Source: an optimization exercise on an open RTL-to-GDS flow (aim: small area and a short achievable clock period). Production flows keep margins and buffers that such runs may drop. Where RTL was checked, it was by simulation tests only, not by an equivalence proof against the original.

## Microprocessor
module Microprocessor(
		input clk,
		input reset,
		input [7:0] instruction,
		output reg [7:0] pc,
		output [6:0] display_low,
		output [6:0] display_high,
		output [6:0] display_op,
		output [6:0] display_rs,
		output [6:0] display_rt,
		output [6:0] display_rd,
		output [4:0] display_pc
	);
Settings: LEC_CHECK=0, CAP_MARGIN=20, CORE_MARGIN=2, CORE_UTILIZATION=40, CTS_CLUSTER_DIAMETER=60, CTS_CLUSTER_SIZE=30, SETUP_SLACK_MARGIN=3.0, SLEW_MARGIN=20, SYNTH_HIERARCHICAL=1, SYNTH_MINIMUM_KEEP_SIZE=0, TNS_END_PERCENT=0; clock period 5.5 ns.
run.sh (not shown) runs the stock make flow with config.mk's settings and CLKGATE_MAP_FILE= SYNTH_SCRIPT=/design/flow/synth_recipe.tcl, a recipe that flattens the netlist after the stock synthesis.
Next try:
==> flow/flow/run.sh (new file) <==
#!/bin/bash
# Standard layout, with the port buffers made of buf_1 cells instead of the
# cell buffer_ports picks by itself.
set -euo pipefail
export BUFFER_PORTS_ARGS="-buffer_cell sky130_fd_sc_hd__buf_1"
bash standard.sh > standard_make.log 2>&1
==> flow/standard.sh (new file) <==
#!/bin/bash
# synth_recipe.tcl (not shown) runs the flow's synth.tcl, then flattens the netlist and writes it again
# the make line also repeats each setting of config.mk as NAME=value (left out here)
make -C /OpenROAD-flow-scripts/flow DESIGN_CONFIG=/design/flow/config.mk WORK_HOME=/design/flow/orfs CLKGATE_MAP_FILE= SYNTH_SCRIPT=/design/flow/synth_recipe.tcl "${@:-finish}"
Settings changed: TNS_END_PERCENT 0 to 2.
removed: flow/run.sh
Effect:
- cell area is about the same
- routed wire length shrinks by 1.1%
- synthesized cell count stays the same
- via count stays flat
- cell count grows by 0.34%
- maximum frequency grows by 0.95%
- setup slack improved by 0.029 ns
- worst hold slack got worse by 0.018 ns

---

try-xenon:
Another version of the RTL of Microprocessor (not shown whole).
Size in the first run: roughly 1500 cells after synthesis, ~300 flip-flops, roughly 65 I/O pins, roughly 17000 µm² of cells after synthesis.
// Microprocessor
module Microprocessor(
		input clk,
		input reset,
		input [7:0] instruction,
		output reg [7:0] pc,
		output [6:0] display_low,
		output [6:0] display_high,
		output [6:0] display_op,
		output [6:0] display_rs,
		output [6:0] display_rt,
		output [6:0] display_rd,
		output [4:0] display_pc
	);
Settings: LEC_CHECK=0, CAP_MARGIN=20, CORE_MARGIN=2, CORE_UTILIZATION=40, CTS_CLUSTER_DIAMETER=60, CTS_CLUSTER_SIZE=30, SETUP_SLACK_MARGIN=3.0, SLEW_MARGIN=20, SYNTH_HIERARCHICAL=1, SYNTH_MINIMUM_KEEP_SIZE=0, TNS_END_PERCENT=0; clock period 5.5 ns.
standard.sh (not shown) runs the stock make flow with config.mk's settings and CLKGATE_MAP_FILE= SYNTH_SCRIPT=/design/flow/synth_recipe.tcl, a recipe that flattens the netlist after the stock synthesis.
==> flow/flow/run.sh <==
#!/bin/bash
# Standard layout, with the port buffers made of buf_1 cells instead of the
# cell buffer_ports picks by itself, and power recovery (downsizing of gates
# off the critical paths) after global routing.
set -euo pipefail
export BUFFER_PORTS_ARGS="-buffer_cell sky130_fd_sc_hd__buf_1"
export RECOVER_POWER=100
bash standard.sh > standard_make.log 2>&1
STATUS run=try-xenon STAGES=ALL_DONE FINAL_CHECKS=FAILED CAUSE=max-capacitance violations, max-slew violations
### try-xenon -> try-nickel
- SETUP_SLACK_MARGIN: 3.0 -> 2.5
==> flow/flow/run.sh <==
#!/bin/bash
# Standard layout, with the port buffers made of buf_1 cells instead of the
# cell buffer_ports picks by itself.
set -euo pipefail
export BUFFER_PORTS_ARGS="-buffer_cell sky130_fd_sc_hd__buf_1"
bash standard.sh > standard_make.log 2>&1
==> comparison <==
- try-nickel completed end to end with timing, DRC and antenna clean.
- try-xenon was routed with fewer vias than try-nickel.
- The worst endpoint required time of try-nickel and that of try-xenon are within noise of each other.
- In the reports for try-nickel and try-xenon, the smaller global-route wire length before repair belongs to try-nickel.
- Row path length in cells of the critical path: try-nickel higher / try-xenon lower
- Relative to try-xenon, overall track demand over capacity in global routing has decreased by 0.65 points in try-nickel.
- Cmp try-nickel and try-xenon / minimum period implied by the final worst setup slack / higher: try-xenon
- Summary of the comparison: worst slew margin relative to its limit is higher in try-nickel, relative to try-xenon.
- Status: worst hold slack parity (try-nickel, try-xenon)
Relative to try-nickel, the following input files were edited for try-fjord:
- changing CORE_UTILIZATION from 40 to 55
- changing SETUP_SLACK_MARGIN from 2.5 to 3.0
Core utilization: try-fjord higher than try-nickel
Global-route usage over all layers came out higher on try-fjord than on try-nickel.
Hold path depth came out exactly the same in try-fjord and try-nickel.
Run comparison: try-fjord capturing element of the worst setup path R[3][6]$_DFF_PP0_; try-nickel capturing element of the worst setup path disp[2]$_DFF_PP0_
Here is what was changed in the inputs of try-onyx compared with try-fjord.
- CORE_UTILIZATION now 40, was 55
==> flow/flow/run.sh <==
#!/bin/bash
# Standard layout, with the port buffers made of buf_2 cells instead of the
# cell buffer_ports picks by itself.
set -euo pipefail
export BUFFER_PORTS_ARGS="-buffer_cell sky130_fd_sc_hd__buf_2"
bash standard.sh > standard_make.log 2>&1
==> comparison <==
Slowest cell on the critical path = a22oi_2: try-fjord; slowest cell on the critical path = and3b_2: try-onyx. Against try-fjord, time the final worst path needs with I/O delays and setup in try-onyx came out worse. Per the comparison of try-onyx with try-fjord, length of the first detailed-routing pass in iterations saw little to no change, global-route usage now sits lower. Diff try-fjord -> try-onyx: flip-flop and latch area comparable, non-clock buffer count shrank by about 12%, row count saw an increase.

---

Setup of red:
Microprocessor with an RTL version that a note above also has.
For scale: ~300 flip-flops, about 65 I/O pins, about 0.017 sq mm of cells after synthesis.
Design Microprocessor, start of the top module:
module Microprocessor(
		input clk,
		input reset,
		input [7:0] instruction,
		output reg [7:0] pc,
		output [6:0] display_low,
		output [6:0] display_high,
		output [6:0] display_op,
		output [6:0] display_rs,
		output [6:0] display_rt,
		output [6:0] display_rd,
		output [4:0] display_pc
	);
export LEC_CHECK = 0
export CAP_MARGIN = 10
export CORE_MARGIN = 2
export CORE_UTILIZATION = 40
export CTS_CLUSTER_DIAMETER = 60
export CTS_CLUSTER_SIZE = 30
export SETUP_SLACK_MARGIN = 3.0
export SLEW_MARGIN = 10
export SYNTH_HIERARCHICAL = 1
export SYNTH_MINIMUM_KEEP_SIZE = 0
export TNS_END_PERCENT = 0
create_clock -name core_clock -period 5.5 [get_ports {clk}]
==> flow/flow/run.sh <==
#!/bin/bash
# Standard layout, with the port buffers made of buf_1 cells instead of the
# cell buffer_ports picks by itself.
set -euo pipefail
export BUFFER_PORTS_ARGS="-buffer_cell sky130_fd_sc_hd__buf_1"
bash standard.sh > standard_make.log 2>&1
Changes in blue relative to red:
Settings: setting GPL_ROUTABILITY_DRIVEN to 0 for the first time; changing SLEW_MARGIN from 10 to 20; changing CAP_MARGIN from 10 to 20.
--- outcome ---
Looking at red and blue, the synthesis-to-finish area growth is a wash.
Final cell utilization of the core essentially unchanged between blue and red.
Fmax: blue vs red — no meaningful difference
Routed wire length delta (red -> blue): insignificant
blue: flow completed, timing, DRC and antenna clean
~same share of the cycle needed by the critical path after routing in red and blue
Going from red to blue, top fanout value on the critical path grows by 8.
Summary of blue over red: worst setup slack shows no meaningful change, buffer count excluding the clock tree in the final layout rose 0.70%.
Modified inputs, green compared to blue
Settings: GPL_ROUTABILITY_DRIVEN removed (was 0); CTS_BUF_LIST newly set to sky130_fd_sc_hd__clkbuf_8.
### Flow results
- Looking at met3 demand-to-capacity share in global routing, green sits 0.48 points lower than blue does.
- Post-detailed-placement half-perimeter wirelength: green vs blue identical
- Delta (green minus blue): cell count -0.39%, relative area change from synthesis to final layout -3.1 points, via count of the first global-routing pass -about 1.6%.
- Compared to blue, green reaches a lower achievable clock.
- Comparing blue and green, final critical-path setup slack is higher on blue.

---

Setup of JK:
Microprocessor, a different RTL version from the one above (not shown whole).
Size in the first run: about 340 flip-flops.
Settings: LEC_CHECK=0, CAP_MARGIN=20, CORE_MARGIN=2, CORE_UTILIZATION=40, SETUP_SLACK_MARGIN=2.0, SLEW_MARGIN=20, TNS_END_PERCENT=0; clock period 5.5 ns.
run.sh (not shown) runs the stock make flow with config.mk's settings and CLKGATE_MAP_FILE= SYNTH_SCRIPT=/design/flow/synth_recipe.tcl, a recipe that flattens the netlist after the stock synthesis.
Stock flow here: none of the scripts above is used.
[inputs] MS vs JK
--- a/flow/config.mk
+++ b/flow/config.mk
@@ -8,5 +8,5 @@
 export CAP_MARGIN = 20
 export CORE_MARGIN = 2
-export CORE_UTILIZATION = 40
+export CORE_UTILIZATION = 60
 export SETUP_SLACK_MARGIN = 2.0
 export SLEW_MARGIN = 20
==> comparison <==
- Met1 layer wirelength in the final routing (higher): JK
- The layout-stage area growth over the synthesis result number comes out higher for JK vs MS.
- JK and MS ended up with roughly the same multi-input gate count.
- For the wire length, MS came in 6.9% lower than JK did.
--- input diff MS..AL ---
--- a/flow/config.mk
+++ b/flow/config.mk
@@ -8,6 +8,4 @@
 export CAP_MARGIN = 20
 export CORE_MARGIN = 2
-export CORE_UTILIZATION = 60
-export SETUP_SLACK_MARGIN = 2.0
+export CORE_UTILIZATION = 40
 export SLEW_MARGIN = 20
-export TNS_END_PERCENT = 0
### Flow results
AL gives less area added between synthesis and finish than MS did. Comparing the two runs side by side, AL comes out behind MS on smallest setup slack after layout. Wire length delta (AL − MS): unfavourable.
## Diff of input files: TR against AL
==> flow/flow/run.sh (new file) <==
#!/bin/bash
# Standard layout, with the port buffers made of buf_1 cells instead of the
# cell buffer_ports picks by itself.
set -euo pipefail
export BUFFER_PORTS_ARGS="-buffer_cell sky130_fd_sc_hd__buf_1"
bash standard.sh > standard_make.log 2>&1
==> flow/standard.sh (new file) <==
#!/bin/bash
# synth_recipe.tcl (not shown) runs the flow's synth.tcl, then flattens the netlist and writes it again
# the make line also repeats each setting of config.mk as NAME=value (left out here)
make -C /OpenROAD-flow-scripts/flow DESIGN_CONFIG=/design/flow/config.mk WORK_HOME=/design/flow/orfs CLKGATE_MAP_FILE= SYNTH_SCRIPT=/design/flow/synth_recipe.tcl "${@:-finish}"
--- a/flow/config.mk
+++ b/flow/config.mk
@@ -9,3 +9,5 @@
 export CORE_MARGIN = 2
 export CORE_UTILIZATION = 40
+export SETUP_SLACK_MARGIN = 2.0
 export SLEW_MARGIN = 20
+export TNS_END_PERCENT = 0
removed: flow/run.sh
### Flow results
- [TR] sequential share of layout area fell 0.80 points relative to AL
- Global-route wire length before repair deteriorates in TR relative to AL.
- The count of instances resized after the clock tree is built in TR sits 53 above the value recorded for AL.
- Against AL, TR comes in 3.5% lower on half-perimeter wire length after detailed placement.
--- input diff TR..PW ---
==> flow/run.sh (new file) <==
#!/bin/bash
# synth_recipe.tcl (not shown) runs the flow's synth.tcl, then flattens the netlist and writes it again
# the make line also repeats each setting of config.mk as NAME=value (left out here)
make -C /OpenROAD-flow-scripts/flow DESIGN_CONFIG=/design/flow/config.mk WORK_HOME=/design/flow/orfs CLKGATE_MAP_FILE= SYNTH_SCRIPT=/design/flow/synth_recipe.tcl finish
--- a/flow/config.mk
+++ b/flow/config.mk
@@ -9,5 +9,5 @@
 export CORE_MARGIN = 2
 export CORE_UTILIZATION = 40
-export SETUP_SLACK_MARGIN = 2.0
+export SETUP_SLACK_MARGIN = 1.5
 export SLEW_MARGIN = 20
 export TNS_END_PERCENT = 0
removed: flow/flow/run.sh
removed: flow/standard.sh
==> summary.txt <==
Diff TR -> PW: share of final-layout standard cells stronger than drive strength 1 decreased by 0.99 points relative to the old numbers; global-route usage +0.23 points.
Slack of the critical path on PW is behind TR.
Going from TR to PW, total instance count after detailed placement now sits higher, wire length of the first global-routing pass now sits higher, area of the die now sits at about the same level, fmax now sits lower, initial cell density of the core now sits at about the same level.
Compared with TR, in PW tapcell count ~0 delta, routed metal-1 wirelength saw a decrease.
Function was not checked in any run of this note: the RTL went through the layout flow alone.

## port drivers added, routing unchanged
No port has a modelled driver above. Below, the same layouts with a new extraction and two added sets of constraints. Step 1 assumes that a clkbuf_16 drives the clock port and a buf_2 every other input. Step 2 moves the port delays by t, midway between the first and last clock arrival at a register: inputs arrive t later, outputs are due t later. That takes back most of the time a late clock gives input paths. Slacks: ideal ports / drivers / drivers and shift; pairs: ideal ports / drivers.
| run | shift t [ns] | setup WS [ns] | latest minus earliest clock arrival (ns) | worst data-port slew with drivers (ns) |
|---|---|---|---|---|
| the first run of note 1 | 0.625 | 2.462 / 2.462 / 1.878 | 0.039 / 0.040 | 0.06 |
| the second run of note 1 | 0.614 | 2.490 / 2.501 / 1.892 | 0.018 / 0.018 | 0.05 |
| try-xenon | 0.618 | 1.368 / 1.401 / 0.783 | 0.040 / 0.040 | 0.04 |
| try-nickel | 0.617 | 2.417 / 2.395 / 1.838 | 0.039 / 0.038 | 0.04 |
| try-fjord | 0.608 | 2.474 / 2.468 / 1.860 | 0.027 / 0.026 | 0.06 |
| try-onyx | 0.619 | 2.424 / 2.453 / 1.834 | 0.022 / 0.022 | 0.05 |
| red | 0.613 | 2.466 / 2.471 / 1.868 | 0.018 / 0.018 | 0.05 |
| blue | 0.615 | 2.465 / 2.488 / 1.876 | 0.017 / 0.017 | 0.05 |
| green | 0.657 | 2.433 / 2.439 / 1.803 | 0.030 / 0.030 | 0.04 |
| JK | 0.571 | 1.604 / 1.601 / 1.030 | 0.016 / 0.016 | 0.05 |
| MS | 0.575 | 1.514 / 1.512 / 0.937 | 0.021 / 0.020 | 0.05 |
| AL | 0.570 | 0.645 / 0.675 / 0.105 | 0.020 / 0.021 | 0.04 |
| TR | 0.602 | 1.576 / 1.565 / 0.963 | 0.020 / 0.020 | 0.06 |
| PW | 0.571 | 1.517 / 1.515 / 0.945 | 0.016 / 0.017 | 0.05 |
The setup slack of green, which loses most, moves by +0.006 ns with the drivers and by -0.630 ns with both steps.
